This is an optimization exercise on Yosys and OpenROAD, whose aim is small area, not a production implementation. In this exercise RTL edits were held to simulation tests only and were not proved equivalent to the original. No activity file was given, so power comes from the tool's default toggle rates.

==> flow/design.v (outline; a module is shown in full before it is edited, if it fits) <==
// module usb_device_controller: 720 lines
// module usb_init: 243 lines
// module usb_transact: 462 lines
// module usb_packet: 258 lines
// module usb_control: 401 lines
// module USB_Device_Controller_Top: 129 lines
module USB_Device_Controller_Top
(
    input clk_i         ,
    input reset_i       ,
    output usbrst_o      ,
    output highspeed_o   ,
    output suspend_o     ,
    output online_o      ,
    input  [7:0]    txdat_i  ,
    input           txval_i  ,
    input  [11:0]   txdat_len_i  ,
    input  [3:0]    txiso_pid_i  ,
    input           txcork_i ,
    output          txpop_o  ,
    output          txact_o  ,
    output          txpktfin_o  ,
    output [7:0]    rxdat_o  ,
    output          rxval_o  ,
    input           rxrdy_i  ,
    output          rxact_o  ,
    output          rxpktval_o  ,
    output          setup_o,
    output [3:0]    endpt_o  ,
    output          sof_o    ,
    input  [7:0]    inf_alter_i,
    output [7:0]    inf_alter_o,
    output [7:0]    inf_sel_o,
    output          inf_set_o,
    output [9:0]    descrom_raddr_o,         
    input  [7:0]    descrom_rdata_i,         
    input  [9:0]    desc_dev_addr_i,         
    input  [7:0]    desc_dev_len_i,          
    input  [9:0]    desc_qual_addr_i,        
    input  [7:0]    desc_qual_len_i,         
    input  [9:0]    desc_fscfg_addr_i,       
    input  [7:0]    desc_fscfg_len_i,        
    input  [9:0]    desc_hscfg_addr_i,       
    input  [7:0]    desc_hscfg_len_i,        
    input  [9:0]    desc_oscfg_addr_i,       
    input  [9:0]    desc_strlang_addr_i,     
    input  [9:0]    desc_strvendor_addr_i,   
    input  [7:0]    desc_strvendor_len_i,    
    input  [9:0]    desc_strproduct_addr_i,  
    input  [7:0]    desc_strproduct_len_i,   
    input  [9:0]    desc_strserial_addr_i,   
    input  [7:0]    desc_strserial_len_i,    
    input           desc_have_strings_i,     
    output [7:0] utmi_dataout_o   ,
    output       utmi_txvalid_o   ,
    input        utmi_txready_i   ,
    input  [7:0] utmi_datain_i    ,
    input        utmi_rxactive_i  ,
    input        utmi_rxvalid_i   ,
    input        utmi_rxerror_i   ,
    input  [1:0] utmi_linestate_i ,
    output [1:0] utmi_opmode_o    ,
    output       utmi_xcvrselect_o,
    output       utmi_termselect_o,
    output       utmi_reset_o
);
  // ...
==> flow/flow/run.sh <==
#!/bin/bash
# Own layout flow: the standard flow (standard.sh, unchanged synthesis) with
#  - plain buf_1 cells as the input/output port buffers,
#  - synthesis buffers removed at floorplan instead of timing-driven placement,
#  - a clock tree of clkbuf_4 cells over clusters of at most 10 flip-flops, without dummy loads.
# All tool output goes to the ORFS logs under orfs/logs and to flow_make.log here.
set -uo pipefail
export BUFFER_PORTS_ARGS="-buffer_cell sky130_fd_sc_hd__buf_1"
export CTS_ARGS="-sink_clustering_enable -repair_clock_nets -dont_use_dummy_load -buf_list {sky130_fd_sc_hd__clkbuf_4} -sink_clustering_size 10 -sink_clustering_max_diameter 50"
export REMOVE_ABC_BUFFERS=1
bash standard.sh finish > flow_make.log 2>&1
==> flow/standard.sh <==
#!/bin/bash
# synth_recipe.tcl (not shown) runs the flow's synth.tcl, then flattens the netlist and writes it again
# the make line also repeats each setting of config.mk as NAME=value (left out here)
make -C /OpenROAD-flow-scripts/flow DESIGN_CONFIG=/design/flow/config.mk WORK_HOME=/design/flow/orfs CLKGATE_MAP_FILE= SYNTH_SCRIPT=/design/flow/synth_recipe.tcl "${@:-finish}"
==> flow/config.mk <==
export PLATFORM = sky130hd
export DESIGN_NAME = USB_Device_Controller_Top
export DESIGN_NICKNAME = USB_Device_Controller_Top
export VERILOG_FILES = /design/flow/design.v
export SDC_FILE = /design/flow/constraint.sdc
export NUM_CORES = 4
export LEC_CHECK = 0
export CAP_MARGIN = 20
export CORE_MARGIN = 2
export CORE_UTILIZATION = 40
export GPL_TIMING_DRIVEN = 0
export PLACE_DENSITY = 0.6
export SLEW_MARGIN = 20
==> flow/constraint.sdc <==
create_clock -name core_clock -period 10.0 [get_ports {clk_i}]
set_input_delay 2.0000 -clock core_clock [delete_from_list [all_inputs] [get_ports {clk_i}]]
set_output_delay 2.0000 -clock core_clock [all_outputs]
set_load 0.01 [all_outputs]
==> flow_results.org, run 1 <==
** Global routing
- Summed over all layers, the global routing overflow is 0.
- Maximum number of pins on one net before global-route repair :: 50
- The number of global-route vias before repair was 14780.

** Final layout
- Of the cells placed in the final design, the portion with a size suffix greater than 1 is 5.49%.
- For this run, the share of the core covered by cells in the final layout is 44.0%.
- Combined area of the multi-input logic cells :: 0.00954 sq mm
- Layout buffer count excluding clock buffers :: 214
- Summing all flip-flop and latch instances after layout gives 0.00712 sq mm.
- Number of clock-tree buffers in the layout :: 43

** Critical path
- The worst setup path is launched from an input port.
- The slowest stage of the critical path is the or4b_1 cell.
- Critical-path cell list :: buf_1 > or4b_1 > o32ai_1 > o21a_1 > o21ai_1 > nand2_1 > inv_2 > buf_1
- Largest fanout on the critical path :: 10
- Following the worst setup path forward leads to its endpoint at txpop_o.

** Power and ir drop
- The completed layout was analyzed and its total power is 0.00290 W.
- For this design the ratio of total power to cell area is 154 mW/mm^2.
- The internal power of the cells totals 0.00184 W.
- Of the total power, the share spent switching nets is 36.4%.
- Across the VDD grid, the largest voltage drop is 0.0559 mV.

** STA
- Setup slack after layout :: 3530 ps
- Slew at the pin closest to its max-slew limit :: 1220 ps
- Clock skew on the completed layout was measured at 62.0 ps.
- Final worst path period need :: 6470 ps

** Route
- The detail route stage leaves a number of antenna-violating nets equal to 0.
- Length of routed wiring on met1 :: 22.4 mm
- Highest metal layer with signal wires :: met4
- Final wirelength :: 51.2 mm
- Number of remaining DRC errors :: 0

** Status
- The run finished with no timing, DRC or antenna violations.

** Placed design
- After detailed placement, the design holds a cell count of 2689.

** Clocking
- In this run the clock root is driven by a clkbuf_4.

** Yosys
- The cell count after synthesis came out at 2007.
- Leading area contributor after synthesis :: dfxtp_1
- After synthesis, the most frequently instantiated cells are nor2_1, dfxtp_1, nand2_1.
- Xor/xnor share of the synthesized area :: 6.29%
- Proportion of register bits with asynchronous set or reset after synthesis :: 0%

** Floorplan
- CORE AREA :: 0.0429 sq mm
==> module usb_device_controller, before the edit <==
module usb_device_controller
(
        input clk_i,
        input reset_i,
        output usbrst_o,
        output highspeed_o,
        output suspend_o,
        output online_o,
        input  [7:0]    txdat_i  ,
        input           txval_i  ,
        input  [11:0]   txdat_len_i,
        input  [3:0]    txiso_pid_i,
        input           txcork_i ,
        output          txpop_o  ,
        output          txact_o  ,
        output [7:0]    rxdat_o  ,
        output          rxval_o  ,
        input           rxrdy_i  ,
        output          rxact_o  ,
        output          rxpktval_o,
        output          txpktfin_o,
        output          setup_o,
        output [3:0]    endpt_o  ,
        output          sof_o    ,
        input  [7:0]    inf_alter_i,
        output [7:0]    inf_alter_o,
        output [7:0]    inf_sel_o,
        output          inf_set_o,
        output [15:0]   descrom_raddr_o,
        output [7:0]    desc_index_o,
        output [7:0]    desc_type_o,
        input  [7:0]    descrom_rdata_i,
        input  [15:0]    desc_dev_addr_i,
        input  [15:0]    desc_dev_len_i,
        input  [15:0]    desc_qual_addr_i,
        input  [15:0]    desc_qual_len_i,
        input  [15:0]    desc_fscfg_addr_i,
        input  [15:0]    desc_fscfg_len_i,
        input  [15:0]    desc_hscfg_addr_i,
        input  [15:0]    desc_hscfg_len_i,
        input  [15:0]    desc_oscfg_addr_i,
        input  [15:0]    desc_strlang_addr_i,
        input  [15:0]    desc_strvendor_addr_i,
        input  [15:0]    desc_strvendor_len_i,
        input  [15:0]    desc_strproduct_addr_i,
        input  [15:0]    desc_strproduct_len_i,
        input  [15:0]    desc_strserial_addr_i,
        input  [15:0]    desc_strserial_len_i,
        input           desc_have_strings_i,
        input  [15:0]    desc_hidrpt_addr_i,
        input  [15:0]    desc_hidrpt_len_i,
        output [7:0] utmi_dataout_o   ,
        output       utmi_txvalid_o   ,
        input        utmi_txready_i   ,
        input  [7:0] utmi_datain_i    ,
        input        utmi_rxactive_i  ,
        input        utmi_rxvalid_i   ,
        input        utmi_rxerror_i   ,
        input  [1:0] utmi_linestate_i ,
        output [1:0] utmi_opmode_o    ,
        output       utmi_xcvrselect_o,
        output       utmi_termselect_o,
        output       utmi_reset_o     ,
        output       ack_timeout_o    ,
        output       ack_received_o   ,
        output       ack_bad_packet_o
        ,output wire [3:0] transact_state_o
        ,output wire [3:0] crc_dbg_dataout_o
        ,input wire clk_120
        ,output wire stuck_in_2nd_or_3rd_state_o
        ,output wire [19:0] dev_controller_dbg_o
);
    parameter ENDPT_NUM = 0;
    localparam ST_IDLE= 0;
    localparam ST_STALL= 1;
    localparam ST_NAK= 2;
    localparam ST_INSTART= 3;
    localparam ST_INSEND= 4;
    localparam ST_INDONE= 5;
    localparam ST_OUTRECV= 6;
    localparam ST_OUTNAK = 7;
    localparam ST_SETUP= 8;
    wire [7:0] txbuf_rdat;
    wire       usbi_usbrst;
    wire       usbi_highspeed;
    wire       usbi_suspend;
    wire       usbp_chirpk;
    wire       usbp_rxact;
    wire       usbp_rxrdy;
    wire       usbp_rxfin;
    wire [7:0] usbp_rxdat;
    wire       usbp_txact;
    wire       usbp_txrdy;
    wire [7:0] usbp_txdat;
    wire       usbt_in;
    wire       usbt_out;
    wire       usbt_setup;
    wire       usbt_ping;
    wire       usbt_fin;
    wire [3:0] usbt_endpt;
    wire       usbt_nak;
    wire       usbt_stall;
    wire       usbt_nyet;
    wire       usbt_send;
    wire       usbt_isync;
    wire       usbt_osync;
    wire       usbt_rxrdy;
    wire [7:0] usbt_rxdat;
    wire [1:0] usbt_type = 2'd0;  
    wire       usbt_txrdy;
    wire [7:0] usbt_txdat;
    wire [6:0] usbc_addr;
    wire       usbc_confd;
    wire [1:ENDPT_NUM] usbc_clr_in;
    wire [1:ENDPT_NUM] usbc_clr_out;
    wire [1:ENDPT_NUM] usbc_sethlt_in;
    wire [1:ENDPT_NUM] usbc_sethlt_out;
    wire       usbc_dscbusy;
    wire       usbc_dscrd;
    wire [7:0] usbc_dsctyp;
    wire [7:0] usbc_dscinx;
    wire [15:0] usbc_dscoff;
    reg  [15:0] descrom_raddr;
    reg  [15:0] descrom_start;
    reg  [15:0] usbc_dsclen;
    wire       usbc_selfpowered;
    wire       usbc_in;
    wire       usbc_out;
    wire       usbc_setup;
    wire       usbc_ping;
    wire       usbc_nak;
    wire       usbc_stall;
    wire       usbc_nyet;
    wire       usbc_send;
    wire       usbc_isync;
    wire [7:0] usbc_txdat;
    reg  [3:0] cur_state;
    reg  [3:0] next_state;
    reg [1:ENDPT_NUM] isync;
    reg [1:ENDPT_NUM] osync;
    reg [1:ENDPT_NUM] halt_in;
    reg [1:ENDPT_NUM] halt_out;
    reg [11 : 0] s_bufptr;
    reg          s_isync;
    reg          s_osync;
    reg          s_halt_in;
    reg          s_halt_out;
    reg          s_endpt_rxrdy;
    reg          s_endpt_txcork;
    reg          s_endpt_tx_en;
    reg          s_nyet;
    wire         s_reset;
    wire         q_usbrst;
    wire         q_online;
    wire         q_highspeed;
    wire       usbp_txvalid_o;
    wire [1:0] usbi_opmode;
    wire [7:0] usbp_dataout_o;
    assign utmi_opmode_o = usbi_opmode;
    assign utmi_dataout_o = usbp_dataout_o;
    assign utmi_txvalid_o = usbp_txvalid_o;
    wire [9:0] dev_packet_dbg_o;
    wire [9:0] dev_control_dbg_o;
    wire [9:0] dev_transact_dbg_o;
    assign dev_controller_dbg_o[0]  = isync[1];
    assign dev_controller_dbg_o[1]  = osync[1];
    assign dev_controller_dbg_o[2]  = usbt_fin;
    assign dev_controller_dbg_o[3]  = usbc_clr_in[1];
    assign dev_controller_dbg_o[4]  = usbc_clr_out[1];
    assign dev_controller_dbg_o[5]  = dev_control_dbg_o[0];
    assign dev_controller_dbg_o[6]  = dev_control_dbg_o[1];
    assign dev_controller_dbg_o[7]  = 1'b0;
    assign dev_controller_dbg_o[8]  = 1'b0;
    assign dev_controller_dbg_o[9]  = 1'b0;
    assign dev_controller_dbg_o[10] = 1'b0;
    assign dev_controller_dbg_o[11] = 1'b0;
    assign dev_controller_dbg_o[12] = 1'b0;
    assign dev_controller_dbg_o[13] = 1'b0;
    assign dev_controller_dbg_o[14] = 1'b0;
    assign dev_controller_dbg_o[15] = 1'b0;
    assign dev_controller_dbg_o[16] = 1'b0;
    assign dev_controller_dbg_o[17] = 1'b0;
    assign dev_controller_dbg_o[18] = 1'b0;
    assign dev_controller_dbg_o[19] = 1'b0;
    usb_init u_usb_init (
         .CLK             (clk_i            )
        ,.RESET           (s_reset          )
        ,.I_USBRST        (usbi_usbrst      )
        ,.I_HIGHSPEED     (usbi_highspeed   )
        ,.I_SUSPEND       (usbi_suspend     )
        ,.P_CHIRPK        (usbp_chirpk      )
        ,.PHY_RESET       (utmi_reset_o     )
        ,.PHY_LINESTATE   (utmi_linestate_i )
        ,.PHY_OPMODE      (usbi_opmode      )
        ,.PHY_XCVRSELECT  (utmi_xcvrselect_o)
        ,.PHY_TERMSELECT  (utmi_termselect_o)
    );
    usb_packet u_usb_packet(
         .CLK             (clk_i            )
        ,.RESET           (usbi_usbrst      )
        ,.P_CHIRPK        (usbp_chirpk      )
        ,.P_RXACT         (usbp_rxact       )
        ,.P_RXRDY         (usbp_rxrdy       )
        ,.P_RXFIN         (usbp_rxfin       )
        ,.P_RXDAT         (usbp_rxdat       )
        ,.P_TXACT         (usbp_txact       )
        ,.P_TXRDY         (usbp_txrdy       )
        ,.P_TXDAT         (usbp_txdat       )
        ,.PHY_DATAOUT     (usbp_dataout_o   )
        ,.PHY_TXVALID     (usbp_txvalid_o   )
        ,.PHY_TXREADY     (utmi_txready_i   )
        ,.PHY_DATAIN      (utmi_datain_i    )
        ,.PHY_RXACTIVE    (utmi_rxactive_i  )
        ,.PHY_RXVALID     (utmi_rxvalid_i   )
        ,.PHY_RXERROR     (utmi_rxerror_i   )
        ,.clk_120 (clk_120)
        ,.crc_dbg_dataout_o () 
        ,.dev_packet_dbg_o(dev_packet_dbg_o)
    );
    usb_transact usb_transact_inst(
         .CLK             (clk_i         )
        ,.RESET           (usbi_usbrst   )
        ,.T_IN            (usbt_in       )
        ,.T_OUT           (usbt_out      )
        ,.T_SOF           (sof_o         )
        ,.T_SETUP         (usbt_setup    )
        ,.T_PING          (usbt_ping     )
        ,.T_FIN           (usbt_fin      )
        ,.T_ADDR          (usbc_addr     )
        ,.T_ENDPT         (usbt_endpt    )
        ,.T_NAK           (usbt_nak      )
        ,.T_STALL         (usbt_stall    )
        ,.T_NYET          (usbt_nyet     )
        ,.T_SEND          (usbt_send     )
        ,.T_ISYNC         (usbt_isync    )
        ,.T_OSYNC         (usbt_osync    )
        ,.T_RXRDY         (usbt_rxrdy    )
        ,.T_RXDAT         (usbt_rxdat    )
        ,.T_TYPE          (usbt_type     )
        ,.T_PID_DATA      (txiso_pid_i   )
        ,.T_TXRDY         (usbt_txrdy    )
        ,.T_TXDAT         (usbt_txdat    )
        ,.I_HIGHSPEED     (usbi_highspeed)
        ,.P_RXACT         (usbp_rxact    )
        ,.P_RXRDY         (usbp_rxrdy    )
        ,.P_RXFIN         (usbp_rxfin    )
        ,.P_RXDAT         (usbp_rxdat    )
        ,.P_TXACT         (usbp_txact    )
        ,.P_TXRDY         (usbp_txrdy    )
        ,.P_TXDAT         (usbp_txdat    )
        ,.ack_timeout_o                  (ack_timeout_o )
        ,.ack_received_o                 (ack_received_o  )
        ,.ack_bad_packet_o               (ack_bad_packet_o)
        ,.transact_state_o               (transact_state_o)
        ,.stuck_in_2nd_or_3rd_state_o    (stuck_in_2nd_or_3rd_state_o)
        ,.dev_transact_dbg_o (dev_transact_dbg_o)
    );
    usb_control #(.NENDPT(ENDPT_NUM))
    usb_control_inst (
         .CLK                    (clk_i           )
        ,.RESET                  (usbi_usbrst     )
        ,.C_ADDR                 (usbc_addr       )
        ,.C_CONFD                (usbc_confd      )
        ,.C_CLRIN                (usbc_clr_in     )
        ,.C_CLROUT               (usbc_clr_out    )
        ,.C_HLTIN                (halt_in         )
        ,.C_HLTOUT               (halt_out        )
        ,.C_SHLTIN               (usbc_sethlt_in  )
        ,.C_SHLTOUT              (usbc_sethlt_out )
        ,.C_INTERFACE_ALTER_I    (inf_alter_i     )
        ,.C_INTERFACE_ALTER_O    (inf_alter_o     )
        ,.C_INTERFACE            (inf_sel_o       )
        ,.C_INTERFACE_UPDATE     (inf_set_o       )
        ,.C_DSCBUSY              (usbc_dscbusy    )
        ,.C_DSCRD                (usbc_dscrd      )
        ,.C_DSCTYP               (usbc_dsctyp     )
        ,.C_DSCINX               (usbc_dscinx     )
        ,.C_DSCOFF               (usbc_dscoff     )
        ,.C_DSCLEN               (usbc_dsclen     )
        ,.C_SELFPOWERED          (usbc_selfpowered)
        ,.T_IN                   (usbc_in         )
        ,.T_OUT                  (usbc_out        )
        ,.T_SETUP                (usbc_setup      )
        ,.T_PING                 (usbc_ping       )
        ,.T_FIN                  (usbt_fin        )
        ,.T_NAK                  (usbc_nak        )
        ,.T_STALL                (usbc_stall      )
        ,.T_NYET                 (usbc_nyet       )
        ,.T_SEND                 (usbc_send       )
        ,.T_ISYNC                (usbc_isync      )
        ,.T_OSYNC                (usbt_osync      )
        ,.T_RXRDY                (usbt_rxrdy      )
        ,.T_RXDAT                (usbt_rxdat      )
        ,.T_TXRDY                (usbt_txrdy      )
        ,.T_TXDAT                (usbc_txdat      )
        ,.dev_control_dbg_o      (dev_control_dbg_o)
    );
    assign usbrst_o      = q_usbrst;
    assign highspeed_o   = q_highspeed;
    assign suspend_o     = usbi_suspend;
    assign online_o      = q_online;
    assign usbc_in     = (usbt_endpt == 4'b0000) ? usbt_in    : 0;
    assign usbc_out    = (usbt_endpt == 4'b0000) ? usbt_out   : 0;
    assign usbc_setup  = (usbt_endpt == 4'b0000) ? usbt_setup : 0;
    assign usbc_ping   = (usbt_endpt == 4'b0000) ? usbt_ping  : 0;
    assign usbc_selfpowered = 1'b0;
    assign usbt_nak    = (usbt_endpt == 4'b0000) ? usbc_nak : (next_state == ST_NAK) ? 1 : 0;
    assign usbt_stall  = (usbt_endpt == 4'b0000) ? usbc_stall : (next_state == ST_STALL) ? 1 : 0;
    assign usbt_nyet   = (usbt_endpt == 4'b0000) ? usbc_nyet  : s_nyet;
    assign usbt_send   = (usbt_endpt == 4'b0000) ? txval_i|usbc_send  : (cur_state == ST_INSEND) ? 1 : 0;
    assign usbt_isync  = (usbt_endpt == 4'b0000) ? endpt0_isync : s_isync;
    assign usbt_txdat  = (usbt_endpt == 4'b0000 && usbc_dscbusy == 0) ? (txval_i ? txbuf_rdat : usbc_txdat) : (usbt_endpt == 4'b0000) ? descrom_rdata_i : txbuf_rdat;
    assign s_reset     = reset_i;
    assign q_online    = usbc_confd;
    assign q_usbrst    = usbi_usbrst;
    assign q_highspeed = usbi_highspeed;
    wire [ENDPT_NUM:0] endpt_in;
    wire [ENDPT_NUM:0] endpt_out;
    genvar i;
    generate
        for(i=1;i<=ENDPT_NUM;i=i+1) begin : halt_sync
            always @(posedge clk_i) begin
                if (s_reset == 1) begin
                    halt_in[i] <= 0;
                    halt_out[i] <= 0;
                end
                else if (usbi_usbrst == 1) begin
                    halt_in[i] <= 0;
                    halt_out[i] <= 0;
                end
                else begin
                    halt_in[i] <= (halt_in[i] || usbc_sethlt_in[i]) && (~usbc_clr_in[i]);
                    halt_out[i] <= (halt_out[i] || usbc_sethlt_out[i]) && (~usbc_clr_out[i]);
                end
            end
            always @(posedge clk_i) begin
                if (s_reset == 1) begin
                    isync[i] <= 0;
                    osync[i] <= 0;
                end
                else if (usbi_usbrst == 1) begin
                    isync[i] <= 0;
                    osync[i] <= 0;
                end
                else if (cur_state == ST_IDLE) begin
                    isync[i] <= isync[i] && (~usbc_clr_in[i]);
                    osync[i] <= osync[i] && (~usbc_clr_out[i]);
                end
                else if (cur_state == ST_INDONE) begin
                    if ( (usbt_endpt == i) ) begin
                        if (usbt_type == 2'd1) begin
                            isync[i] <= 1'b0;
                        end
                        else if (usbt_fin == 1) begin
                            isync[i] <= ~isync[i];
                        end
                    end
                end
                else if (cur_state == ST_OUTRECV) begin
                    if ( (usbt_endpt == i) && (usbt_fin == 1) && (usbt_osync == osync[i])) begin
                        osync[i] <= ~osync[i];
                    end
                end
            end
        end
    endgenerate
    reg endpt0_isync;
    reg endpt0_osync;
    always @(posedge clk_i) begin
        if (s_reset == 1) begin
            endpt0_isync <= 1'b1;
            endpt0_osync <= 1'b1;
        end
        else if (usbi_usbrst == 1) begin
            endpt0_isync <= 1'b1;
            endpt0_osync <= 1'b1;
        end
        else if (cur_state == ST_SETUP) begin
            endpt0_isync <= 1'b1;
            endpt0_osync <= 1'b1;
        end
        else if (cur_state == ST_INDONE) begin
            if (usbt_endpt == 4'b0000) begin
                if (usbt_fin == 1) begin
                    endpt0_isync <= ~endpt0_isync;
                end
            end
        end
        else if (cur_state == ST_OUTRECV) begin
            if ( (usbt_endpt == 4'b0000) && (usbt_fin == 1) && (usbt_osync == endpt0_osync)) begin
                endpt0_osync <= ~endpt0_osync;
            end
        end
    end
    assign crc_dbg_dataout_o[0] = endpt0_isync;
    assign crc_dbg_dataout_o[1] = endpt0_osync;
    assign crc_dbg_dataout_o[2] = isync[1];
    assign crc_dbg_dataout_o[3] = osync[1];
    always @(posedge clk_i) begin
        begin
            s_endpt_rxrdy  <= rxrdy_i;
            s_endpt_txcork <= txcork_i;
            s_halt_out     <= (usbt_endpt >= 1 && usbt_endpt <= ENDPT_NUM) ? halt_out[usbt_endpt] : 1'b0;
            s_halt_in      <= (usbt_endpt >= 1 && usbt_endpt <= ENDPT_NUM) ? halt_in[usbt_endpt] : 1'b0;
            s_osync        <= (usbt_endpt >= 1 && usbt_endpt <= ENDPT_NUM) ? osync[usbt_endpt] : 1'b0;
            s_isync        <= (usbt_endpt >= 1 && usbt_endpt <= ENDPT_NUM) ? isync[usbt_endpt] : 1'b0;
        end
    end
    reg [11:0] bufptr_d;
    always @(*) begin
        if (s_reset == 1 || usbi_usbrst == 1 || cur_state == ST_IDLE)
            bufptr_d = 12'd0;
        else if (cur_state == ST_INSTART || (cur_state == ST_INSEND && usbt_txrdy == 1))
            bufptr_d = s_bufptr + 1'b1;
        else
            bufptr_d = s_bufptr;
    end
    reg s_bufptr_eq_stop;
    reg s_bufptr_ge_stop;
    always @(posedge clk_i) begin
        s_bufptr <= bufptr_d;
        s_bufptr_eq_stop <= (txdat_len_i == 12'd0);
        if (s_reset == 1) begin
            s_bufptr_ge_stop <= 1'b0;
        end
        else begin
            s_bufptr_ge_stop <= (bufptr_d >= txdat_len_i);
        end
    end
    generate
       for(i=0;i<=ENDPT_NUM;i=i+1) begin : set_endpt
            assign endpt_in[i]  = (usbt_endpt == i);
            assign endpt_out[i] = (usbt_endpt == i);
        end
    endgenerate
    always @(posedge clk_i) begin
        if (s_reset == 1) begin
            cur_state <= ST_IDLE;
        end
        else begin
            cur_state <= next_state;
        end
    end
    always @(*) begin
        if (s_reset == 1) begin
            next_state = ST_IDLE;
        end
        else if (usbi_usbrst == 1) begin
            next_state  = ST_IDLE;
        end
        else begin
            case (cur_state)
                ST_IDLE : begin
                    if ((usbt_out == 1)&&(|endpt_out))begin
                        if (s_halt_out == 1) begin
                            next_state = ST_STALL;
                        end
                        else if (s_endpt_rxrdy == 1) begin
                            next_state = ST_OUTRECV;
                        end
                        else begin
                            next_state = ST_OUTNAK;
                        end
                    end
                    else if (usbt_setup == 1)begin
                        next_state = ST_SETUP;
                    end
                    else if ((usbt_in == 1)&&(|endpt_in)) begin
                        if (s_halt_in == 1)
                            next_state = ST_STALL;
                        else if (s_endpt_txcork == 0) begin
                            next_state = ST_INSTART;
                        end else begin
                            next_state = ST_NAK;
                        end
                    end
                    else if ((usbt_ping == 1) && (|endpt_out)) begin
                        if (s_endpt_rxrdy == 1) begin
                            next_state = ST_IDLE;
                        end
                        else begin
                            next_state = ST_NAK;
                        end
                    end
                    else begin
                        next_state = ST_IDLE;
                    end
                end
                ST_STALL :
                    if ((usbt_in == 0) && (usbt_out == 0) && (usbt_ping == 0)) begin
                        next_state = ST_IDLE;
                    end
                    else begin
                        next_state = ST_STALL;
                    end
                ST_NAK :
                    if ((usbt_in == 0) && (usbt_out == 0) && (usbt_ping == 0)) begin
                        next_state = ST_IDLE;
                    end
                    else begin
                        next_state = ST_NAK;
                    end
                ST_INSTART : begin
                    if (usbt_in == 0)
                        next_state = ST_IDLE;
                    else if (s_bufptr_eq_stop) begin
                        next_state = ST_INDONE;
                    end
                    else begin
                        next_state = ST_INSEND;
                    end
                end
                ST_INSEND :
                    if (usbt_in == 0) begin
                        next_state = ST_IDLE;
                    end
                     else if ( usbt_txrdy == 1) begin
                        if (s_bufptr_ge_stop) begin
                            next_state = ST_INDONE;
                        end
                        else begin
                            next_state = ST_INSEND;
                        end
                    end
                    else begin
                        next_state = ST_INSEND;
                    end
                ST_INDONE : begin
                    if (usbt_in == 0) begin
                        next_state = ST_IDLE;
                    end
                    else if ( usbt_fin == 1) begin
                        next_state = ST_IDLE;
                    end
                    else begin
                        next_state = ST_INDONE;
                    end
                end
                ST_SETUP :
                    if (usbt_setup == 0) begin
                        next_state = ST_IDLE;
                    end
                    else begin
                        next_state = ST_SETUP;
                    end
                ST_OUTRECV :
                    if (usbt_out == 0) begin
                        next_state = ST_IDLE;
                    end
                    else begin
                        next_state = ST_OUTRECV;
                    end
                ST_OUTNAK :
                    if (usbt_out == 0) begin
                        next_state = ST_IDLE;
                    end
                    else if (usbt_rxrdy == 1) begin
                        if (usbt_type == 1'b1) begin
                            next_state = ST_IDLE;
                        end
                        else if (usbt_osync == s_osync) begin
                            next_state = ST_NAK;
                        end
                        else begin
                            next_state = ST_OUTNAK;
                        end
                    end
                    else begin
                        next_state = ST_OUTNAK;
                    end
                default: next_state  = ST_IDLE;
            endcase
        end
    end
    always @(posedge clk_i) begin
        if (s_reset == 1) begin
            s_endpt_tx_en <= 1'b0;
            s_nyet <= 0;
        end
        else if (usbi_usbrst == 1) begin
            s_endpt_tx_en <= 1'b0;
            s_nyet <= 0;
        end
        else begin
            case (cur_state)
                ST_IDLE : begin
                    s_nyet <= 0;
                    s_endpt_tx_en <= 1'b0;
                end
                ST_INSTART : begin
                    s_endpt_tx_en <= 1'b1;
                end
                ST_OUTRECV :
                    if ( usbt_rxrdy == 1) begin
                        s_nyet <= ~s_endpt_rxrdy;
                    end
                default:;
            endcase
        end
    end
reg [7:0] rxdat_d0;
reg [7:0] rxdat_d1;
reg [7:0] rxdat_d2;
reg       rxval_d0;
reg       rxval_d1;
reg       rxval_d2;
wire rx_shift = (cur_state == ST_OUTRECV || cur_state == ST_SETUP) && usbt_rxrdy == 1;
wire rx_clear = (cur_state == ST_OUTRECV && usbt_out == 0) || (cur_state == ST_SETUP && usbt_setup == 0);
always @ (posedge clk_i) begin
    if (rx_shift) begin
        rxdat_d0 <= usbt_rxdat;
        rxdat_d1 <= rxdat_d0;
    end
    rxdat_d2 <= (rx_shift && rxval_d1) ? rxdat_d1 : 8'd0;
end
always @ (posedge clk_i) begin
    if (reset_i) begin
        rxval_d0 <= 1'd0;
        rxval_d1 <= 1'd0;
        rxval_d2 <= 1'd0;
    end
    else if (rx_shift) begin
        rxval_d0 <= 1'b1;
        rxval_d1 <= rxval_d0;
        rxval_d2 <= rxval_d1;
    end
    else if (rx_clear) begin
        rxval_d0 <= 1'd0;
        rxval_d1 <= 1'd0;
        rxval_d2 <= 1'd0;
    end
    else begin
        rxval_d2 <= 1'd0;
    end
end
reg rx_packet_valid;
always @ (posedge clk_i) begin
    begin
        if (cur_state == ST_OUTRECV) begin
            if (usbt_fin == 1) begin
                if (usbt_type == 1'b1) begin
                    rx_packet_valid <= 1'b1;
                end
                else if (usbt_osync == s_osync) begin
                    rx_packet_valid <= 1'b1;
                end
                else begin
                    rx_packet_valid <= 1'b0;
                end
            end
            else begin
                rx_packet_valid <= 1'b0;
            end
        end
        else begin
            rx_packet_valid <= 1'b0;
        end
    end
end
assign txpktfin_o = (cur_state == ST_INDONE)&(usbt_fin == 1);
assign txbuf_rdat = txdat_i;
assign rxdat_o  = ((cur_state == ST_OUTRECV)|(cur_state == ST_SETUP)) ? rxdat_d2 : 0;
assign rxval_o  = ((cur_state == ST_OUTRECV)|(cur_state == ST_SETUP)) ? rxval_d2 : 0;
assign rxact_o  = (cur_state == ST_OUTRECV);
assign rxpktval_o = rx_packet_valid;
assign setup_o = (cur_state == ST_SETUP);
assign endpt_o  = usbt_endpt;
assign txpop_o  = usbt_txrdy;
assign txact_o  = s_endpt_tx_en;
    assign desc_index_o = usbc_dscinx;
    assign desc_type_o  = usbc_dsctyp;
    always @(*) 
    begin
        descrom_start <= 0;
        usbc_dsclen <= 0;
        case (usbc_dsctyp)
            8'h01 : begin    
                descrom_start <= desc_dev_addr_i;
                usbc_dsclen   <= desc_dev_len_i;
            end
            8'h02 : begin    
                if (usbc_dscinx == 0) begin
                    descrom_start <= desc_hscfg_addr_i;
                    usbc_dsclen   <= desc_hscfg_len_i;
                end
            end
            8'h03 : begin    
                case (usbc_dscinx)
                    0: begin  
                        descrom_start <= desc_strlang_addr_i;
                        usbc_dsclen <= 4;
                    end
                    default: begin  
                        descrom_start <= desc_strvendor_addr_i;
                        usbc_dsclen <= desc_strvendor_len_i;
                    end
                endcase
            end
            8'h06 : begin    
                    descrom_start <= desc_qual_addr_i;
                    usbc_dsclen   <= desc_qual_len_i;
            end
            8'h07 : begin    
                if (usbc_dscinx == 0) begin
                    descrom_start <= desc_hscfg_addr_i;
                    usbc_dsclen   <= desc_hscfg_len_i;
                end
            end
        endcase
    end
    always @(posedge clk_i) begin
        if (s_reset == 1) begin
           descrom_raddr <= 16'd0;
        end
        else if (usbc_dscrd == 1) begin
           descrom_raddr <= descrom_start + usbc_dscoff;
       end
    end
    assign descrom_raddr_o = descrom_raddr;
endmodule
==> module usb_transact, before the edit <==
module usb_transact
#(
    parameter HSSUPPORT = 1
)
(
        input CLK,
        input RESET,
        output T_IN,
        output T_OUT,
        output T_SOF,
        output T_SETUP,
        output T_PING,
        output T_FIN,
        input [6:0] T_ADDR,
        output [3:0] T_ENDPT,
        input T_NAK,
        input T_STALL,
        input T_NYET,
        input T_SEND,
        input T_ISYNC,
        output T_OSYNC,
        output T_RXRDY,
        input [1:0] T_TYPE,
        input [3:0] T_PID_DATA,
        output [7:0] T_RXDAT,
        output T_TXRDY,
        input [7:0] T_TXDAT,
        input I_HIGHSPEED,
        input P_RXACT,
        input P_RXRDY,
        input P_RXFIN,
        input [7:0] P_RXDAT,
        output P_TXACT,
        input P_TXRDY,
        output [7:0] P_TXDAT,
        output reg ack_timeout_o,
        output reg ack_received_o,
        output reg ack_bad_packet_o
        ,output wire [3:0] transact_state_o
        ,output wire stuck_in_2nd_or_3rd_state_o
        ,output wire [9:0] dev_transact_dbg_o
    );
    localparam pid_out   = 4'b0001;
    localparam pid_in    = 4'b1001;
    localparam pid_sof   = 4'b0101;
    localparam pid_setup = 4'b1101;
    localparam pid_ack   = 4'b0010;
    localparam pid_nak   = 4'b1010;
    localparam pid_stall = 4'b1110;
    localparam pid_nyet  = 4'b0110;
    localparam pid_ping  = 4'b0100;
    localparam pid_data  = 3'b011;
    localparam ST_IDLE = 4'd0;
    localparam ST_SKIP = 4'd1;
    localparam ST_GETTOKEN1 = 4'd2;
    localparam ST_GETTOKEN2 = 4'd3;
    localparam ST_GETTOKEN3 = 4'd4;
    localparam ST_GOTTOKEN = 4'd5;
    localparam ST_SENDSHAKE = 4'd6;
    localparam ST_GETDATA = 4'd7;
    localparam ST_GOTDATA = 4'd8;
    localparam ST_SENDDATA = 4'd9;
    localparam ST_SENDING = 4'd10;
    localparam ST_WAITACK = 4'd11;
    localparam ST_WAITSKIP = 4'd12;
    localparam ST_GETACK = 4'd13;
    reg [3:0] s_state;
    wire s_active;
    reg [3:0] transact_state;
    always @(posedge CLK) begin
        case (s_state)
            ST_IDLE     :   begin   transact_state <= 4'd0    ;end
            ST_SKIP     :   begin   transact_state <= 4'd1    ;end
            ST_GETTOKEN1:   begin   transact_state <= 4'd2    ;end
            ST_GETTOKEN2:   begin   transact_state <= 4'd3    ;end
            ST_GETTOKEN3:   begin   transact_state <= 4'd4    ;end
            ST_GOTTOKEN :   begin   transact_state <= 4'd5    ;end
            ST_SENDSHAKE:   begin   transact_state <= 4'd6    ;end
            ST_GETDATA  :   begin   transact_state <= 4'd7    ;end
            ST_GOTDATA  :   begin   transact_state <= 4'd8    ;end
            ST_SENDDATA :   begin   transact_state <= 4'd9    ;end
            ST_SENDING  :   begin   transact_state <= 4'd10   ;end
            ST_WAITACK  :   begin   transact_state <= 4'd11   ;end
            ST_WAITSKIP :   begin   transact_state <= 4'd12   ;end
            ST_GETACK   :   begin   transact_state <= 4'd13   ;end
            default     :   begin   transact_state <= 4'd15   ;end
        endcase
    end
    assign transact_state_o = transact_state;
    wire stuck_in_2nd_or_3rd_state;
    reg [3:0] stuck_in_2nd_or_3rd_state_counter;
    assign stuck_in_2nd_or_3rd_state = (stuck_in_2nd_or_3rd_state_counter >= 4'd10) ? 1'b1 : 1'b0;
    assign stuck_in_2nd_or_3rd_state_o = stuck_in_2nd_or_3rd_state;
    reg s_in;
    reg s_out;
    wire s_sof = ~(s_in | s_out | s_setup | s_ping);
    reg s_in_valid;
    reg s_out_valid;
    reg s_sof_valid;
    reg s_setup  ;
    reg s_ping;
    reg s_finished;
    reg s_prevrxact;
    reg s_sendpid3;
    reg s_sendpid2;
    wire [3:0] s_sendpid = (s_state == ST_SENDDATA) ? {s_sendpid3, 3'b011} : {s_sendpid3, s_sendpid2, 2'b10};
    wire [7:0] s_sendpid_mirrored;
    assign s_sendpid_mirrored = {~s_sendpid, s_sendpid};
    reg [3:0] s_endpt;
    reg s_osync;
    localparam wait_timeout_fs = 16'd511;  
    localparam wait_timeout_hs = 16'd255;  
    localparam wait_send_fs = 16'd14;  
    localparam wait_send_hs = 16'd2;  
    reg[15:0] wait_count;
    wire [15:0] wait_count_dec = wait_count - 1'b1;
    assign T_IN    = s_in_valid & s_active;   
    assign T_OUT   = s_out_valid & s_active;  
    assign T_SOF   = s_sof_valid; 
    assign T_SETUP = s_setup & s_active;
    assign T_PING  = s_ping & s_active;
    assign T_FIN   = s_finished;   
    assign T_ENDPT = s_endpt;
    assign T_OSYNC = s_osync;
    assign T_RXRDY = (s_state == ST_GETDATA) ? P_RXRDY : 0;
    assign T_RXDAT = P_RXDAT;
    assign T_TXRDY = (s_state == ST_SENDING) ? P_TXRDY : 0;
    assign P_TXACT = (s_state == ST_SENDSHAKE || s_state == ST_SENDDATA || (s_state == ST_SENDING && T_SEND == 1)) ? 1 : 0;
    assign P_TXDAT = (s_state == ST_SENDSHAKE || s_state == ST_SENDDATA) ? s_sendpid_mirrored : T_TXDAT;
    assign s_active =
                 (s_state == ST_IDLE || s_state == ST_GOTTOKEN ||
                  s_state == ST_SENDSHAKE ||
                  s_state == ST_GETDATA || s_state == ST_GOTDATA ||
                  s_state == ST_SENDDATA || s_state == ST_SENDING ||
                  s_state == ST_WAITACK || s_state == ST_WAITSKIP || s_state == ST_GETACK);
always @(posedge CLK)
    s_prevrxact     <= P_RXACT;
always @(posedge CLK ) begin
    if(RESET) begin
        s_state         <= ST_IDLE;
        s_in            <= 0;
        s_out           <= 0;
        s_in_valid      <= 1'b0;
        s_out_valid     <= 1'b0;
        s_sof_valid     <= 0;
        s_setup         <= 0;
        s_ping          <= 0;
        s_finished      <= 0;
        s_endpt         <= 0;
        s_osync         <= 0;
        wait_count      <= 0;
        ack_timeout_o   <= 1'b0;
        ack_received_o  <= 1'b0;
        ack_bad_packet_o<= 1'b0;
        stuck_in_2nd_or_3rd_state_counter <= 4'b0;
    end
    else begin
        case(s_state)
            ST_IDLE: begin
                s_in            <= 0;
                s_out           <= 0;
                s_setup         <= 0;
                s_ping          <= 0;
                s_finished      <= 0;
                s_in_valid      <= 1'b0;
                s_out_valid     <= 1'b0;
                s_sof_valid     <= 0;
                ack_timeout_o   <= 1'b0;
                ack_received_o  <= 1'b0;
                ack_bad_packet_o<= 1'b0;
                stuck_in_2nd_or_3rd_state_counter <= 4'b0;
                if(P_RXRDY == 1) begin
                    case (P_RXDAT[3:0])
                        pid_out: begin
                            s_out   <= 1;
                            s_state <= ST_GETTOKEN1;
                        end
                        pid_in: begin
                            s_in    <= 1;
                            s_state <= ST_GETTOKEN1;
                        end
                        pid_sof: begin
                            s_state <= ST_GETTOKEN1;
                        end
                        pid_setup: begin
                            s_setup <= 1;
                            s_state <= ST_GETTOKEN1;
                        end
                        pid_ping: begin
                                s_ping  <= 1;
                                s_state <= ST_GETTOKEN1;
                        end
                        default: begin
                            s_state <= ST_SKIP;
                        end
                    endcase
                end
            end
            ST_SKIP: begin
                stuck_in_2nd_or_3rd_state_counter <= 4'b0;
                if(P_RXACT == 0) begin
                    s_state <= ST_IDLE;
                end
            end
            ST_GETTOKEN1: begin
                if(P_RXACT == 0) begin
                    s_state <= ST_IDLE;
                end else if(P_RXRDY == 1) begin
                    if(s_sof == 1) begin  
                        s_state <= ST_GETTOKEN2;
                    end
                    else begin
                        s_endpt[0] <= P_RXDAT[7];
                        if ((P_RXDAT[6:0] == T_ADDR)) begin
                            s_state <= ST_GETTOKEN2;
                        end
                        else begin
                            s_state <= ST_SKIP;
                        end
                    end
                end
                if (stuck_in_2nd_or_3rd_state_counter < 4'd10) stuck_in_2nd_or_3rd_state_counter <= stuck_in_2nd_or_3rd_state_counter + 1'b1;
                else stuck_in_2nd_or_3rd_state_counter <= stuck_in_2nd_or_3rd_state_counter;
            end
            ST_GETTOKEN2: begin
                if (P_RXACT == 0) begin
                    s_state <= ST_IDLE;
                end
                else if (P_RXRDY == 1) begin
                    if(s_sof == 1) begin  
                        s_state <= ST_IDLE;
                        s_sof_valid <= 1;
                    end
                    else begin
                        s_endpt[3:1] <= P_RXDAT[2:0];
                        s_state <= ST_GETTOKEN3;
                    end
                end
                if (stuck_in_2nd_or_3rd_state_counter < 4'd10) stuck_in_2nd_or_3rd_state_counter <= stuck_in_2nd_or_3rd_state_counter + 1'b1;
                else stuck_in_2nd_or_3rd_state_counter <= stuck_in_2nd_or_3rd_state_counter;
            end
            ST_GETTOKEN3: begin
                stuck_in_2nd_or_3rd_state_counter <= 4'b0;
                if (P_RXFIN == 1) begin
                    s_state <= ST_GOTTOKEN;
                    if (s_in) begin
                        s_in_valid <= 1'b1;
                        s_out_valid <= 1'b0;
                    end
                    else if (s_out) begin
                        s_in_valid <= 1'b0;
                        s_out_valid <= 1'b1;
                    end
                end else if(P_RXACT == 0) begin
                    s_state <= ST_IDLE;
                end
                if (s_in == 1) begin
                   if (I_HIGHSPEED == 1)
                       wait_count <= wait_send_hs;
                   else
                       wait_count <= wait_send_fs;
                end
                else if (s_ping == 1) begin
                    if (I_HIGHSPEED == 1)
                        wait_count <= wait_send_hs;
                    else
                        wait_count <= wait_send_fs;
                end
                else begin
                   if (I_HIGHSPEED == 1)
                       wait_count <= wait_timeout_hs;
                   else
                       wait_count <= wait_timeout_fs;
                end
            end
            ST_GOTTOKEN: begin
                if (P_RXACT == 1) begin
                    if (P_RXRDY == 1) begin
                        if (((s_out == 1) || (s_setup == 1)) && (P_RXDAT[2:0] == pid_data)) begin
                            s_osync <= P_RXDAT[3];
                            s_state <= ST_GETDATA;
                        end    else begin
                            s_in_valid <= 0;
                            s_out_valid <= 0;
                            s_in    <= 0;
                            s_out   <= 0;
                            s_setup <= 0;
                            s_ping  <= 0;
                            case(P_RXDAT[3:0])
                                pid_out: begin
                                    s_out <= 1;
                                    s_state <= ST_GETTOKEN1;
                                end
                                pid_in: begin
                                    s_in <= 1;
                                    s_state <= ST_GETTOKEN1;
                                end
                                pid_setup: begin
                                    s_setup <= 1;
                                    s_state <= ST_GETTOKEN1;
                                end
                                pid_ping: begin
                                        s_ping  <= 1;
                                        s_state <= ST_GETTOKEN1;
                                end
                                default: begin
                                    s_state <= ST_SKIP;
                                end
                            endcase
                        end
                    end
                end else if (s_prevrxact == 1) begin
                    s_state <= ST_IDLE;
               end else if (s_in == 1) begin
                    if (T_STALL == 1) begin
                        s_state   <= ST_SENDSHAKE;
                        s_sendpid3 <= 1'b1;
                        s_sendpid2 <= 1'b1;
                    end else if (T_NAK == 1) begin
                        s_state   <= ST_SENDSHAKE;
                        s_sendpid3 <= 1'b1;
                        s_sendpid2 <= 1'b0;
                    end else begin
                        if (wait_count == 0)begin
                            s_state   <= ST_SENDDATA;
                            s_sendpid3 <= T_ISYNC;
                        end
                    end
                end
                else if ((s_ping == 1)) begin
                    s_state <= ST_SENDSHAKE;
                    s_sendpid3 <= T_STALL | T_NAK;
                    s_sendpid2 <= T_STALL;
                end
                else if (wait_count == 0)begin
                    s_state <= ST_IDLE;
                end
                wait_count <= wait_count_dec;
            end
            ST_SENDSHAKE: begin
                if (P_TXRDY == 1) begin
                    s_finished <= 1;
                    s_state <= ST_IDLE;
                end
            end
            ST_GETDATA: begin
                if (P_RXFIN == 1) begin
                    s_state <= ST_GOTDATA;
                end
                else if (P_RXACT == 0) begin
                    s_state <= ST_IDLE;
                end
                if (I_HIGHSPEED == 1)
                   wait_count <= wait_send_hs;
                else
                   wait_count <= wait_send_fs;
            end
            ST_GOTDATA: begin
                if (wait_count == 0) begin
                    s_state <= ST_SENDSHAKE;
                    s_sendpid3 <= T_STALL | T_NAK;
                    s_sendpid2 <= T_STALL | (~T_NAK & I_HIGHSPEED & T_NYET);
                end
                else begin
                    wait_count <= wait_count_dec;
                end
            end
            ST_SENDDATA: begin
                if (P_TXRDY == 1) begin
                    s_state <= ST_SENDING;
                end
            end
            ST_SENDING: begin
                if (T_SEND == 0) begin
                    if (P_RXACT == 1) begin
                        s_state <= ST_WAITSKIP;
                    end else begin
                        if (T_TYPE == 2'd1) begin  
                            s_state <= ST_IDLE;
                            s_finished <= 1;
                        end
                        else begin
                            s_state <= ST_WAITACK;
                        end
                    end
                end
                    if (I_HIGHSPEED == 1)
                       wait_count <= wait_timeout_hs;
                    else
                       wait_count <= wait_timeout_fs;
            end
            ST_WAITACK: begin
                if (P_RXACT == 1) begin
                    if (P_RXRDY == 1) begin
                        case (P_RXDAT[3:0])
                            pid_ack: begin
                                s_state <= ST_GETACK;
                            end
                            pid_out: begin
                                s_in_valid <= 0;
                                s_in    <= 0;
                                s_out   <= 1;
                                s_state <= ST_GETTOKEN1;
                            end
                            pid_in: begin
                                s_in    <= 1;
                                s_state <= ST_GETTOKEN1;
                            end
                            pid_setup: begin
                                s_in_valid <= 0;
                                s_in    <= 0;
                                s_setup <= 1;
                                s_state <= ST_GETTOKEN1;
                            end
                            pid_ping: begin
                                        s_in_valid <= 0;
                                    s_in    <= 0;
                                    s_ping  <= 1;
                                    s_state <= ST_GETTOKEN1;
                            end
                            default: begin
                                s_state <= ST_WAITSKIP;
                            end
                        endcase
                    end
                end else if (s_prevrxact == 1) begin
                        ack_bad_packet_o <= 1'b1;
                        s_state <= ST_IDLE;
                end else if (wait_count == 0) begin
                    ack_timeout_o <= 1'b1;
                    s_state <= ST_IDLE;
                end
                    wait_count <= wait_count_dec;
            end
            ST_WAITSKIP: begin
                if (wait_count == 0) begin
                    s_state <= ST_SKIP;
                end else if (P_RXACT == 0) begin
                    if (T_TYPE == 2'd1) begin  
                        s_state <= ST_IDLE;
                        s_finished <= 1;
                    end
                    else begin
                        s_state <= ST_WAITACK;
                    end
                end
                wait_count <= wait_count_dec;
            end
            ST_GETACK: begin
                if (P_RXFIN == 1) begin
                    ack_received_o <= 1'b1;
                    s_finished <= 1;
                    s_state <= ST_IDLE;
                end
                else if (P_RXACT == 0) begin
                    s_state <= ST_IDLE;
                end
            end
        endcase
    end
end
endmodule
==> inputs of run 2 (changes only) <==
--- a/flow/design.v
+++ b/flow/design.v
@@ -321,9 +321,5 @@
         for(i=1;i<=ENDPT_NUM;i=i+1) begin : halt_sync
             always @(posedge clk_i) begin
-                if (s_reset == 1) begin
-                    halt_in[i] <= 0;
-                    halt_out[i] <= 0;
-                end
-                else if (usbi_usbrst == 1) begin
+                if (usbi_usbrst == 1) begin
                     halt_in[i] <= 0;
                     halt_out[i] <= 0;
@@ -335,9 +331,5 @@
             end
             always @(posedge clk_i) begin
-                if (s_reset == 1) begin
-                    isync[i] <= 0;
-                    osync[i] <= 0;
-                end
-                else if (usbi_usbrst == 1) begin
+                if (usbi_usbrst == 1) begin
                     isync[i] <= 0;
                     osync[i] <= 0;
@@ -368,9 +360,5 @@
     reg endpt0_osync;
     always @(posedge clk_i) begin
-        if (s_reset == 1) begin
-            endpt0_isync <= 1'b1;
-            endpt0_osync <= 1'b1;
-        end
-        else if (usbi_usbrst == 1) begin
+        if (usbi_usbrst == 1) begin
             endpt0_isync <= 1'b1;
             endpt0_osync <= 1'b1;
@@ -409,5 +397,5 @@
     reg [11:0] bufptr_d;
     always @(*) begin
-        if (s_reset == 1 || usbi_usbrst == 1 || cur_state == ST_IDLE)
+        if (cur_state == ST_IDLE)
             bufptr_d = 12'd0;
         else if (cur_state == ST_INSTART || (cur_state == ST_INSEND && usbt_txrdy == 1))
@@ -421,10 +409,5 @@
         s_bufptr <= bufptr_d;
         s_bufptr_eq_stop <= (txdat_len_i == 12'd0);
-        if (s_reset == 1) begin
-            s_bufptr_ge_stop <= 1'b0;
-        end
-        else begin
-            s_bufptr_ge_stop <= (bufptr_d >= txdat_len_i);
-        end
+        s_bufptr_ge_stop <= (bufptr_d >= txdat_len_i);
     end
     generate
@@ -435,16 +418,8 @@
     endgenerate
     always @(posedge clk_i) begin
-        if (s_reset == 1) begin
-            cur_state <= ST_IDLE;
-        end
-        else begin
-            cur_state <= next_state;
-        end
+        cur_state <= next_state;
     end
     always @(*) begin
-        if (s_reset == 1) begin
-            next_state = ST_IDLE;
-        end
-        else if (usbi_usbrst == 1) begin
+        if (usbi_usbrst == 1) begin
             next_state  = ST_IDLE;
         end
@@ -574,9 +549,5 @@
     end
     always @(posedge clk_i) begin
-        if (s_reset == 1) begin
-            s_endpt_tx_en <= 1'b0;
-            s_nyet <= 0;
-        end
-        else if (usbi_usbrst == 1) begin
+        if (usbi_usbrst == 1) begin
             s_endpt_tx_en <= 1'b0;
             s_nyet <= 0;
@@ -1059,6 +1030,7 @@
     reg s_out;
     wire s_sof = ~(s_in | s_out | s_setup | s_ping);
-    reg s_in_valid;
-    reg s_out_valid;
+    reg s_tok_valid;
+    wire s_in_valid  = s_in & s_tok_valid;
+    wire s_out_valid = s_out & s_tok_valid;
     reg s_sof_valid;
     reg s_setup  ;
@@ -1105,6 +1077,5 @@
         s_in            <= 0;
         s_out           <= 0;
-        s_in_valid      <= 1'b0;
-        s_out_valid     <= 1'b0;
+        s_tok_valid     <= 1'b0;
         s_sof_valid     <= 0;
         s_setup         <= 0;
@@ -1127,6 +1098,5 @@
                 s_ping          <= 0;
                 s_finished      <= 0;
-                s_in_valid      <= 1'b0;
-                s_out_valid     <= 1'b0;
+                s_tok_valid     <= 1'b0;
                 s_sof_valid     <= 0;
                 ack_timeout_o   <= 1'b0;
@@ -1208,11 +1178,6 @@
                 if (P_RXFIN == 1) begin
                     s_state <= ST_GOTTOKEN;
-                    if (s_in) begin
-                        s_in_valid <= 1'b1;
-                        s_out_valid <= 1'b0;
-                    end
-                    else if (s_out) begin
-                        s_in_valid <= 1'b0;
-                        s_out_valid <= 1'b1;
+                    if (s_in | s_out) begin
+                        s_tok_valid <= 1'b1;
                     end
                 end else if(P_RXACT == 0) begin
@@ -1245,6 +1210,5 @@
                             s_state <= ST_GETDATA;
                         end    else begin
-                            s_in_valid <= 0;
-                            s_out_valid <= 0;
+                            s_tok_valid <= 0;
                             s_in    <= 0;
                             s_out   <= 0;
@@ -1362,5 +1326,5 @@
                             end
                             pid_out: begin
-                                s_in_valid <= 0;
+                                s_tok_valid <= 0;
                                 s_in    <= 0;
                                 s_out   <= 1;
@@ -1372,5 +1336,5 @@
                             end
                             pid_setup: begin
-                                s_in_valid <= 0;
+                                s_tok_valid <= 0;
                                 s_in    <= 0;
                                 s_setup <= 1;
@@ -1378,5 +1342,5 @@
                             end
                             pid_ping: begin
-                                        s_in_valid <= 0;
+                                        s_tok_valid <= 0;
                                     s_in    <= 0;
                                     s_ping  <= 1;
==> run 2 against run 1 <==
Fmax decreased by 5.3%. Setup slack worse by 360 ps. Synthesized cell count shrank 3.6%. Wire length fell by 2.5%. Synthesized area is 1.7% lower. Global-route usage shrank 0.53 points. Non-clock buffer count fell by 9. Clock skew up 34 ps. Register-to-register slack got worse by 90 ps. Utilization barely moved. Critical path type unchanged. Largest cell class unchanged. Largest power group unchanged.
==> flow_results.org, run 2 <==
** Critical path
- The signal on the critical path passes through buf_1 > nor4b_1 > a32o_1 > o21a_1 > nor2_1 > o21ai_0 > inv_1 > buf_1.
- The largest single stage delay on the critical path is 770 ps.
- Crit path top cell by count :: buf_1
- Critical path required time :: 8000 ps
- CP max stage cell :: o21ai_0
- The setup path with the least slack is of type input port to output pin.
- The highest fanout seen on the critical path came to 10 (unchanged).
- STA classifies the critical path startpoint as an input port.
- Delay-heaviest family, CP :: compound AO/OA/AOI/OAI gates
- The number of buffers and inverters on the critical path is 3.
- Type of destination of the critical path :: output pin
- Arrival time at the worst endpoint :: 4830 ps

** STA
- The slew of the pin with the lowest slew margin was 1230 ps (+10.4 ps).
- The final critical path time including I/O delays and setup was 6830 ps (+363 ps).
- Measured against its own limit, the worst slew margin works out to 17.5%.
- Final hold violation count :: 0
- Setup repair after global routing left no endpoint under its margin.
- Total setup violations reported at the end of the flow :: 0
- The worst-case clock skew was 95.9 ps (+33.9 ps).
- For this run, the top clock speed supported by timing is 0.146 GHz.
- Worst hold margin :: 424 ps
- Max Transition Viols Final :: 0
- Dividing the final minimum period by the clock period gives 68.3%.
- Sum of negative setup slack :: 0 ps

** Route
- Final routed wire length divided by cell count :: 19.1 um
- Vias after detailed routing :: 15312
- The total wire length came to 49.9 mm (-2.5%).
- Count of TritonRoute iterations in the first routing pass :: 8
- For this block, the initial DRC count from the detailed router was 1374.
- The post-detailed-route count of antenna-violating nets is 0 (unchanged).
- Number of remaining DRC errors :: 0 (unchanged)
- Avg Vias per Cell :: 5.85

** Yosys
- Cell with the most instances after synthesis :: nor2_1
- Leading area contributor after synthesis :: dfxtp_1
- The most used flip-flop cell after synthesis is dfxtp_1.
- For this run, the register share of the synthesized area comes to 41.7%.
- The number of standard cells after synthesis is 1935 (-3.6%).
- Count of flip-flops with a built-in enable after synthesis :: 100
- The share of flip-flops with an asynchronous set or reset after synthesis was 0% (unchanged).
- Number of unique standard cell types used by synthesis :: 91
- In the post-synthesis netlist, the biggest area contributors are dfxtp_1, edfxtp_1, nor2_1, nand2_1, a21oi_1.
- The Yosys step of the flow raised 23 warnings.
- In the synthesized netlist, the cells that appear most often are nor2_1, dfxtp_1, nand2_1.
- Post-synth design cell area :: 0.0170 sq mm
- Synthesized area divided by synthesized cell count :: 8.79 sq um
- The synthesized design devotes to its leading area cell type 24.0% of total area.
- The synthesized design contains 304 register bits.

** Clocking
- The later pin in the worst-skew pair is clocked with a latency of 770 ps.
- CTS max path bufs :: 3
- Clock tree from TritonCTS :: built
- CTS placed an instance of clkbuf_4 at the clock tree root.
- The clock net in this run drives a total of 304 sinks.
- H-tree lvl count :: 2
- Total setup buffers inserted after CTS :: 0
- The number of hold buffers added after CTS was 0.
- The number of clock buffers added by TritonCTS is 43.
- Gates resized during post-CTS repair numbered 0.
- Clock-pin slew was measured on the worst setup and hold paths at 100 ps.

** Global routing
- Vias in the first global route :: 14378 (-2.7%)
- Maximum number of pins on one net before global-route repair :: 54 (+8.0%)
- First-pass GRT wire length :: 77.8 mm
- Remaining global-route overflow :: 0 (unchanged)
- The number of antenna violations at the first check in global routing was 2.
- Global routing consumed, over all layers together, 22.0% of the routing resources.

** Floorplan
- Horiz. Die Dim :: 210 um
- The die covers 0.0442 sq mm.
- Standard-cell row count :: 75
- 271 I/O pins were placed.
- Initial Util :: 40.5%
- CORE AREA :: 0.0419 sq mm (-2.2%)
- DIE HEIGHT :: 210 um

** Final layout
- Ranked by flip-flop count, first place goes to u_usb_device_controller.u_usb_init.s_timer2.
- Most common cell after layout, fill and taps aside :: nor2_1
- Final Cell Area :: 0.0185 sq mm
- Leading cell types in the layout, fill and taps excluded :: nor2_1, buf_1, dfxtp_1
- The share of post-route cells with drive strength above 1 is 4.81% (-0.68 points).
- The register with the most flip-flops in the layout has 19 of them.
- Post-Route Utilization :: 44.0% (about the same)
- Layout Area Growth over Synthesis :: 8.56%
- After the flow finishes, the layout carries non-filler instances totaling 2618.
- Total number of nets in the final design :: 2323

** Placed design
- Post-detailed-placement cell area :: 0.0181 sq mm
- Post-detailed-placement half-perimeter wirelength :: 36.1 mm
- In this run the tool buffered the top-level ports with 201 buffer cells.
- Final RePlAce weighted congestion :: 0.936
- Placed insts :: 2573 (-4.3%)

** Power and ir drop
- P_leak :: 6.69 nW
- The power per unit of standard cell area was 162 mW/mm^2 (+5.6%).
- The peak supply drop is 0.0641 mV (+15%).

** Worst hold path
- The min-delay analysis places its worst path in the category flip-flop to flip-flop.

** Flow run
- Number of max-cap violations :: 0

** Status
- Status :: finished clean
-- run 2: path summary, 6_finish.rpt --
| check | start | end | slack, ps | cells past startpoint |
|---|---|---|---|---|
| worst max-delay path | txval_i | txpop_o | 3170 | 8 |
| worst min-delay path | u_usb_device_controller.rxdat_d0[6] | u_usb_device_controller.rxdat_d1[6] | 420 | 0 |
| worst max register to register | flip-flop | u_usb_device_controller.s_bufptr_ge_stop | 4090 | 20 |
| worst min register to register | u_usb_device_controller.rxdat_d0[6] | u_usb_device_controller.rxdat_d1[6] | 420 | 0 |
-- run 2: layout make-up --
class / count / area (sq um)
well taps: 539 / 674
multi-input cells: 1466 / 9340
fillers: 4186 / 23500
diodes: 2 / 5.00
repair buffers: 205 / 808
flip-flops and latches: 304 / 7090
clock buffers: 43 / 323
inverters: 59 / 221
-- run 2: kinds of logic after synthesis --
| group | synth area share [%] |
|---|---|
| flops | 41.7 |
| fa+ha+maj | 2.84 |
| simple gates | 23.9 |
| xor+xnor | 6.59 |
| mux | 3.64 |
| compound gates | 17.6 |
| buf+inv | 3.83 |
-- run 2: report_power, final --
part	internal, W	total [W]	switching (W)
logic	0.000318	0.000819	0.000502
clock network	0.000197	0.000615	0.000417
registers	0.00137	0.00156	0.000191
-- run 2: metrics by stage --
stage	worst slack, ps	total power (W)
after global routing	3060	0.00318
after detailed placement	2840	0.00238
final	3170	0.00299
after floorplan	4640	0.00211
after CTS	3130	0.00300
after global placement	2850	0.00236
-- run 2: layer usage --
| layer | up-vias | track usage (%) | wire, um |
|---|---|---|---|
| li1 | 7301 | - | - |
| met1 | 7261 | 29.6 | 22200 |
| met2 | 634 | 35.5 | 22400 |
| met3 | 116 | 4.45 | 3750 |
| met4 | 0 | 7.34 | 1620 |
| met5 | - | 0 | 0 |
==> inputs of run 3 (changes only) <==
--- a/flow/config.mk
+++ b/flow/config.mk
@@ -6,8 +6,8 @@
 export NUM_CORES = 4
 export LEC_CHECK = 0
-export CAP_MARGIN = 20
+export CAP_MARGIN = 0
 export CORE_MARGIN = 2
 export CORE_UTILIZATION = 40
 export GPL_TIMING_DRIVEN = 0
 export PLACE_DENSITY = 0.6
-export SLEW_MARGIN = 20
+export SLEW_MARGIN = 0
==> run 3 against run 2 <==
Critical endpoint unchanged. Sequential cell count stayed put. Total power is 0.49% lower. Highest routed layer unchanged. Still clean. Global-route usage is 0.091 points higher. Setup slack worse by 37 ps. Synthesized cell count stayed put. Fmax is 0.55% lower.
==> flow_results.org, run 3 <==
** Critical path
- The most numerous cell type found on the critical path is buf_1.
- Stage delay of the slowest cell on the critical path :: 820 ps (+50 ps)
- Worst setup SP type :: input port
- The buffering stage count on the worst path with inverters included is 3 (unchanged).
- The arrival time of data at the critical path endpoint came to 4870 ps (+40 ps).
- Grouping stages by cell kind, the critical path spends the most delay in compound AO/OA/AOI/OAI gates.
- Among all stages on the critical path, the largest delay is contributed by o21ai_0.
- Largest fanout on the critical path :: 10 (unchanged)
- Type of destination of the critical path :: output pin
- The data required time of the worst path was 8000 ps (about the same).
- Critical-path cell list :: buf_1 > nor4b_1 > a32o_1 > o21a_1 > nor2_1 > o21ai_0 > inv_1 > buf_1

** Route
- The via count of the routed design is 15225 (-0.57%).
- The via density per instance was 5.82 (-0.57%).
- The number of DRC violations after detailed-routing iteration 0 is 1259 (-8.4%).
- The routed length per placed instance was 19.1 um (about the same).
- Antenna Nets Post-Route :: 0 (unchanged)

** Yosys
- The yosys synthesis warning count is 23 (unchanged).
- Adder-cell share of the synthesized area :: 2.84% (unchanged)
- Primary FF master, synth :: dfxtp_1
- The share of Yosys cell area claimed by the top area cell type is 24.0% (unchanged).
- The synthesized design spends more area on one cell type than any other, namely dfxtp_1.
- Sequential element share of the synthesized area :: 41.7% (unchanged)
- The post-synthesis register bit count came to 304 (unchanged).
- Commonest cells in the synthesized netlist :: nor2_1, dfxtp_1, nand2_1
- The simple-gate share of the synthesized area is 23.9% (unchanged).
- Proportion of register bits with asynchronous set or reset after synthesis :: 0% (unchanged)
- Xor/xnor share of the synthesized area :: 6.59% (unchanged)
- The number of enable-type register cells in the synthesized netlist is 100 (unchanged).
- The distinct cell type count after synthesis came to 91 (unchanged).
- Synthesized area divided by synthesized cell count :: 8.79 sq um (unchanged)

** Final layout
- Relative to the synthesized area, the layout overhead comes to 8.31%.
- u_usb_device_controller.u_usb_init.s_timer2 holds more flip-flops than any other register.
- Combined area of the multi-input logic cells :: 0.00929 sq mm (-0.46%)
- The top cell types in the final layout, fill and taps aside, are nor2_1, dfxtp_1, buf_1.
- Leaving out fill and tap cells, the most frequent cell in the layout is nor2_1.
- The finished layout cell area came to 0.0184 sq mm (-0.22%).

** Power and ir drop
- Share of total power in sequential cells :: 52.3% (+0.2 points)
- The leakage power is 6.68 nW (-0.12%).
- P per Cell Area :: 162 mW/mm^2 (-0.27%)
- The portion of total power attributed to the clock network came to 20.6% (about the same).
- Part of the power in combinational logic :: 27.1% (-0.3 points)
- The switching component of the power was 0.00110 W (-1.2%).

** Floorplan
- The overall die height was 210 um (unchanged).
- Number of top-level design ports :: 271 (unchanged)
- The total core area was 0.0419 sq mm (unchanged).
- Initial Util :: 40.5% (unchanged)
- Horiz. Die Dim :: 210 um (unchanged)

** Worst hold path
- The worst hold path belongs to the class flip-flop to flip-flop.

** Clocking
- CTS sink count :: 304 (unchanged)
- The clock tree buffer depth is 3 (unchanged).
- Resized Gates After CTS :: 0 (unchanged)
- TritonCTS built the clock tree.
- The maximum level of the CTS H-tree came to 2 (unchanged).
- Number of hold-repair buffers added at the cts stage :: 0 (unchanged)

** Global routing
- The number of antenna violations at the first check in global routing was 1 (-1).
- The total grt overflow is 0 (unchanged).
- Vias in the first global route :: 14355 (-0.16%)
- The total global routing track utilization is 22.1% (+0.091 points).
- The largest net degree at the start of global routing came to 54 (unchanged).

** Placed design
- Post-detailed-placement cell area :: 0.0181 sq mm (-0.16%)
- Number of buffers added on ports :: 201 (unchanged)

** Flow run
- Number of max-cap violations :: 0 (unchanged)

** STA
- The worst-case clock skew is 95.5 ps (-0.379 ps).
- The number of hold-slack violations in the final timing report came to 0 (unchanged).
- Post-route clock period utilization :: 68.7% (+0.37 points)
- Slew at the pin closest to its max-slew limit :: 1390 ps (+162 ps)
- The minimum hold slack was 417 ps (-6.46 ps).
- The achievable clock frequency came to 0.146 GHz (-0.55%).
- The headroom to the max-slew limit was 7.16% (-10 points).
- Max Transition Viols Final :: 0 (unchanged)

** Status
- Status :: finished clean
==> run 3: cell counts after synthesis <==
No cell type changed its count.
==> run 3: layout make-up <==
type / instances / share of cell area [%]
well taps: 539 / 3.66
clock buffers: 43 / 1.75
diodes: 2 / 0.0272
inverters: 59 / 1.20
flip-flops and latches: 304 / 38.5
multi-input cells: 1466 / 50.4
repair buffers: 205 / 4.42
==> run 3: worst reg2reg max path, cell delays in order (launching register included) <==
cell	delay, ps
dfxtp_1	1120
nor4bb_1	300
a31oi_2	510
o21a_1	450
nor2_1	190
o21ai_0	820
o21ai_1	390
xor2_1	220
nand2_1	110
ha_1	290
nand2b_1	130
a21o_1	170
a21o_1	190
a21o_1	170
a21o_1	170
a21o_1	170
a21oi_1	140
nor2b_1	60
o21ai_0	140
o2bb2ai_1	140
o21ai_0	120
==> run 3: cells by family after synthesis <==
logic type	Yosys count
DFF	304
buffers and inverters	165
AOI/OAI and AO/OA	444
muxes	61
and+or+nand+nor	804
xor gates and xnor gates	119
adders and majority gates	38
==> run 3: worst paths after layout <==
kind                                        from                                        to  slack [ps]  depth (start not counted)
min          u_usb_device_controller.rxdat_d0[6]       u_usb_device_controller.rxdat_d1[6]         420                          0
min reg2reg  u_usb_device_controller.rxdat_d0[6]       u_usb_device_controller.rxdat_d1[6]         420                          0
max                                      txval_i                                   txpop_o        3130                          8
max reg2reg                            flip-flop  u_usb_device_controller.s_bufptr_ge_stop        3940                         20
==> run 3: through the flow <==
| stage | utilization [%] | cells | power, W | worst slack [ps] |
|---|---|---|---|---|
| 2_1_floorplan | - | 1829 | 0.00211 | 4640 |
| 3_3_place_gp | 42.9 | 2569 | 0.00236 | 2850 |
| 3_5_place_dp | 43.1 | 2573 | 0.00237 | 2820 |
| 4_1_cts | 43.9 | 2616 | 0.00300 | 3150 |
| 5_1_grt | 43.9 | 2617 | 0.00317 | 3120 |
| 6_report | 43.9 | 2618 | 0.00298 | 3130 |
==> run 3: routing by layer <==
metal / track usage, % / wire length [um] / up-vias
met1: 30.1 / 22400 / 7291
met3: 3.99 / 3460 / 95
met2: 35.3 / 22500 / 544
li1: - / - / 7295
met4: 7.83 / 1550 / 0
met5: 0 / 0 / -
==> run 3: power by group through the flow <==
stage	Clock, W	Combinational, W	Sequential (W)
6_report	0.000613	0.000808	0.00156
5_1_grt	0.000691	0.000900	0.00158
4_1_cts	0.000647	0.000798	0.00155
3_5_place_dp	0	0.000792	0.00158
3_3_place_gp	0	0.000776	0.00159
2_1_floorplan	0	0.000581	0.00153

## re-timing with driven ports
How much do the figures lean on ideal ports? The routed layouts below were timed once more, with nothing changed but the port constraints. Step 1: set_driving_cell puts a clkbuf_16 on clk_i and a buf_2 on each other input, an assumption about the parent block. Step 2 times the ports against the registers' clock, not the clock port: input delays grow and output delays shrink by t, the midpoint of the rising clock arrivals with the driver on. Slacks: ideal ports / drivers / drivers and shift; pairs: ideal ports / drivers.
run	shift t [ns]	setup slack, ns	latest minus earliest clock arrival (ns)	worst data-port slew with drivers (ns)	pins driven straight from the clock port
run 1	0.785	3.533 / 3.474 / 2.994	0.062 / 0.062	0.09	1
run 2	0.773	3.170 / 3.147 / 2.897	0.098 / 0.098	0.04	1
run 3	0.769	3.133 / 3.109 / 2.854	0.099 / 0.099	0.05	1
After both steps setup and hold are still met in every run listed. The setup slack of run 1, which loses most, moves by -0.059 ns with the drivers and by -0.539 ns with both steps.
